Context: an optimization exercise on an open-source flow, tuned for a short achievable clock period and few clock cycles. The choices shown serve that exercise and are no tape-out recipe. Function was checked by simulation only, so behaviour that the tests miss may differ from the original. Power and IR drop assume default switching activity.

== alpha ==
// cpu_datapath
module cpu_datapath
(
	input  logic        clk,
	input  logic        rst,
	input  logic        mem_resp_i,
	                    mem_resp_d,
	input  logic [31:0] mem_rdata_i,
	                    mem_rdata_d,
	output logic        mem_read_i,
	                    mem_read_d,
	                    mem_write_i,
	                    mem_write_d,
	output logic [3:0]  mem_byte_enable_i,
	                    mem_byte_enable_d,
	output logic [31:0] mem_wdata_i,
	                    mem_wdata_d,
	                    mem_address_i,
	                    mem_address_d
);
Settings: LEC_CHECK=0, ABC_CLOCK_PERIOD_IN_PS=3000, CAP_MARGIN=20, CORE_MARGIN=2, CORE_UTILIZATION=40, SETUP_SLACK_MARGIN=5, SLEW_MARGIN=20; clock period 9.0 ns.
run.sh (not shown) runs the stock make flow with config.mk's settings and CLKGATE_MAP_FILE= SYNTH_SCRIPT=/design/flow/synth_recipe.tcl, a recipe that flattens the netlist after the stock synthesis.
Testbench counts of alpha, summed over its fixed seeds: cycles 80,611.
Modified inputs, beta compared to alpha
diff --git a/flow/design.v b/flow/design.v
--- a/flow/design.v
+++ b/flow/design.v
@@ -173,36 +173,43 @@
 assign fq_imm = (fq_word[6:2] == OP_JAL)
               ? {{12{fq_word[31]}}, fq_word[19:12], fq_word[20], fq_word[30:21], 1'b0}
               : {{20{fq_word[31]}}, fq_word[7], fq_word[30:25], fq_word[11:8], 1'b0};
 logic           ts_v;
 logic [ICW-1:0] ts_idx;
 logic [TGW-1:0] ts_tag;
 logic [17:0]    ts_p;
 logic [31:0]    ts_t;
 logic           e_upd, ts_upd;
-assign e_upd  = e_valid && e_br && ic_valid[e_pc_lo[ICW-1:0]] && (ic_tag[e_pc_lo[ICW-1:0]] == e_pc_lo[11:ICW])
-                && !(pf_fill && pf_idx == e_pc_lo[ICW-1:0]);
+logic           u_v, u_tk;
+logic [11:0]    u_pc, u_tgt;
+assign e_upd  = u_v && ic_valid[u_pc[ICW-1:0]] && (ic_tag[u_pc[ICW-1:0]] == u_pc[11:ICW])
+                && !(pf_fill && pf_idx == u_pc[ICW-1:0]);
 assign ts_upd = ts_v && (ts_t[31:14] == ts_p) && (ts_t[1:0] == 2'b00) && ic_valid[ts_idx] && (ic_tag[ts_idx] == ts_tag)
-                && !(pf_fill && pf_idx == ts_idx) && !(e_upd && e_pc_lo[ICW-1:0] == ts_idx);
+                && !(pf_fill && pf_idx == ts_idx) && !(e_upd && u_pc[ICW-1:0] == ts_idx);
 always_ff @(posedge clk) begin
 	if (rst) ic_valid <= '0;
 	else if (pf_fill) ic_valid[pf_idx] <= 1'b1;
 	if (pf_fill) begin
 		ic_data[pf_idx] <= mem_rdata_i;
 		ic_tag[pf_idx]  <= pf[13:ICW+2];
 	end
 	if (rst) ic_tk <= '0;
 	else begin
-		if (e_upd)  ic_tk[e_pc_lo[ICW-1:0]] <= x_taken & e_brt_ok;
+		if (e_upd)  ic_tk[u_pc[ICW-1:0]] <= u_tk;
 		if (ts_upd) ic_tk[ts_idx] <= 1'b1;
 		if (pf_fill) ic_tk[pf_idx] <= 1'b0;
 	end
-	if (e_upd)  ic_tgt[e_pc_lo[ICW-1:0]] <= e_brt_lo;
+	if (e_upd)  ic_tgt[u_pc[ICW-1:0]] <= u_tgt;
+	if (rst) u_v <= 1'b0;
+	else u_v <= e_valid & e_br;
+	u_pc  <= e_pc_lo;
+	u_tk  <= x_taken & e_brt_ok;
+	u_tgt <= e_brt_lo;
 	if (ts_upd) ic_tgt[ts_idx] <= ts_t[13:2];
 	if (rst) begin
 		fq_v <= 1'b0;
 		ts_v <= 1'b0;
 	end else begin
 		fq_v <= pf_fill & ((mem_rdata_i[6:2] == OP_JAL) | ((mem_rdata_i[6:2] == OP_BR) & mem_rdata_i[31]));
 		ts_v <= fq_v;
 	end
 	fq_addr <= pf;
## What came out
beta — routed wire length 2.0% lower, alpha as reference
Taking alpha as the reference, in beta area share of buffers outside the clock network fell 0.64 points; share of cell area taken by flip-flops and latches rose 0.35 points; final cell count about even; total power fell 5.4 mW.
Comparing alpha against beta, there is no change at all in number of top-level pins.
The via count reported for beta is lower than the one for alpha.
Looking at start point of the critical path, the u_pc[0] result is from beta; the e_pc_lo[3] one comes from alpha.
alpha → beta: layout overhead on the synthesized area down 0.81 points, final area dropped 1200 um^2, worst-case setup slack after placement decreased by 0.55 ns relative to the old numbers.
Testbench counts of beta, summed over its fixed seeds: cycles 80,611.

cpu_datapath, a different RTL version from the one above (not shown whole).
Size: ~3600 flip-flops, roughly 210 I/O pins.
make LEC_CHECK=0 ABC_CLOCK_PERIOD_IN_PS=3000 CAP_MARGIN=20 CORE_MARGIN=2 CORE_UTILIZATION=40 SETUP_SLACK_MARGIN=5 SLEW_MARGIN=20 finish   # period 9.0 ns
The starting point completed with no timing, DRC or antenna violations.
Testbench counts at the start, summed over its fixed seeds: cycles 80,735.
Change:
--- a/flow/design.v
+++ b/flow/design.v
@@ -118,51 +118,60 @@
 logic [31:0] q_pc    [QD];
 logic        q_pred  [QD];
 logic [QW-1:0] q_head, q_tail;
 logic [QW:0]   q_count;
 logic          q_full;
 assign q_full = (q_count == QD[QW:0]);
 logic        pd_pending;
 logic [31:0] pd_pc, pd_instr, pd_target, pd_imm;
-logic [QW-1:0] pd_slot;
-assign pd_slot  = q_tail - 1'b1;       
-assign pd_instr = q_instr[pd_slot];
-assign pd_pc    = q_pc[pd_slot];
+logic        pushed_q;
 assign pd_imm = (pd_instr[6:2] == OP_JAL)
               ? {{12{pd_instr[31]}}, pd_instr[19:12], pd_instr[20], pd_instr[30:21], 1'b0}
               : {{20{pd_instr[31]}}, pd_instr[7], pd_instr[30:25], pd_instr[11:8], 1'b0};
-logic        pd_seq, pd_is_jalr, f_fuse;
+logic        lp_auipc, pd_is_jalr, f_fuse;
+logic [4:0]  lp_rd;          
 logic [31:0] au_val, pd_dest;
 assign pd_is_jalr = (pd_instr[6:2] == OP_JALR);
-assign f_fuse = (f_word[6:2] == OP_JALR) & pd_seq & (pd_instr[6:2] == OP_AUIPC)
-              & (pd_instr[11:7] == f_word[19:15]) & (pd_instr[11:7] != 5'd0);
+assign f_fuse = (f_word[6:2] == OP_JALR) & lp_auipc & (lp_rd == f_word[19:15]);
 logic [31:0] pd_jalr_sum;
 assign pd_jalr_sum = au_val + {{21{pd_instr[31]}}, pd_instr[30:20]};
 assign pd_dest = pd_is_jalr ? {pd_jalr_sum[31:1], 1'b0} : pd_pc + pd_imm;
 assign pd_target = pd_dest;
 logic pd_redirect, push, pop;
 assign pd_redirect = pd_pending & ~e_redirect;
 assign push = f_got & ~q_full & ~pd_pending;
 always_ff @(posedge clk) begin
 	if (rst) begin
 		pc_f <= 32'h0000_0060;
 		pf <= 32'h0000_0060;
 		pd_pending <= 1'b0;
-		pd_seq <= 1'b0;
+		lp_auipc <= 1'b0;
+		pushed_q <= 1'b0;
 	end else begin
 		if (e_redirect)        pc_f <= alt_use ? alt_next : e_target;
 		else if (pd_redirect)  pc_f <= pd_target;
 		else if (push)         pc_f <= f_tk ? {pc_f[31:14], ic_tgt[ic_idx], 2'b00} : pc_f + 32'd4;
 		pd_pending <= e_redirect ? (alt_use & alt_pred & ~alt_tk) : (push & ((f_pred & ~f_tk) | f_fuse));
-		pd_seq <= e_redirect ? alt_use : (push | pd_seq);
+		pushed_q <= e_redirect ? alt_use : push;
+		if (e_redirect) lp_auipc <= alt_use & (alt_word[6:2] == OP_AUIPC) & (alt_word[11:7] != 5'd0);
+		else if (push)  lp_auipc <= (f_word[6:2] == OP_AUIPC) & (f_word[11:7] != 5'd0);
 		if (~ic_hit & ~pf_same)           pf <= pc_f;
 		else if (pf_go & (pf_hit | mem_resp_i)) pf <= pf + 32'd4;
 	end
-	au_val <= pd_pc + {pd_instr[31:12], 12'h000};
+	if (pushed_q) au_val <= pd_pc + {pd_instr[31:12], 12'h000};
+	if (e_redirect) begin
+		pd_pc    <= e_alt_target;
+		pd_instr <= alt_word;
+	end else begin
+		pd_pc    <= pc_f;
+		pd_instr <= f_word;
+	end
+	if (e_redirect)  lp_rd <= alt_word[11:7];
+	else if (push)   lp_rd <= f_word[11:7];
 end
 logic           ts_v;
 logic [ICW-1:0] ts_idx;
 logic [TGW-1:0] ts_tag;
 logic [17:0]    ts_p;
 logic [31:0]    ts_t;
 always_ff @(posedge clk) begin
 	if (rst) ic_valid <= '0;
What happened:
- final cell count falls by 0.69%
- combinational power decreases by 12%
- die area rose by 0.35%
- maximum frequency climbs by 15%
- final area decreases by 1.6%
- global-route usage decreases by 1.3 points
- non-clock buffer count went down by 230
- setup slack improves by 670 ps
- utilization drops by 0.90 points
- sequential share of layout area is higher by 1.4 points
- wire length fell by 2.1%
- clock skew hardly moves
- via count goes down by 0.88%
- sequential power stays flat
Testbench counts after the change, summed over its fixed seeds: cycles 80,735.

separate check: timing with driven ports:
The flow's constraints put no driver on any port. The routed layouts listed below were extracted and timed again, unchanged, in two steps. Step 1: set_driving_cell puts a clkbuf_16 on clk and a buf_2 on each other input, an assumption about the parent block. Step 2 also shifts input and output timing later by t, the mid clock arrival at the registers, as if the neighbouring blocks saw the same clock. a / b / c = no drivers / after step 1 / after step 2; a / b = the first two.
run | t (ns) | setup WS [ns] | hold WS [ns] | cell pins on the clock port's net
alpha | 1.147 | 4.480 / 4.480 / 3.855 | 0.332 / 0.332 / 0.332 | 1
beta | 1.206 | 4.133 / 4.133 / 3.750 | 0.326 / 0.326 / 0.326 | 1
the first run of note 2 | 1.161 | 3.886 / 3.886 / 3.596 | 0.415 / 0.415 / 0.415 | 1
the second run of note 2 | 1.136 | 4.555 / 4.555 / 3.705 | 0.379 / 0.379 / 0.379 | 1
After both steps every run listed still meets setup and hold. For the second run of note 2, which loses most, drivers alone change the setup slack by 0.000 ns; drivers and shift together by -0.850 ns.
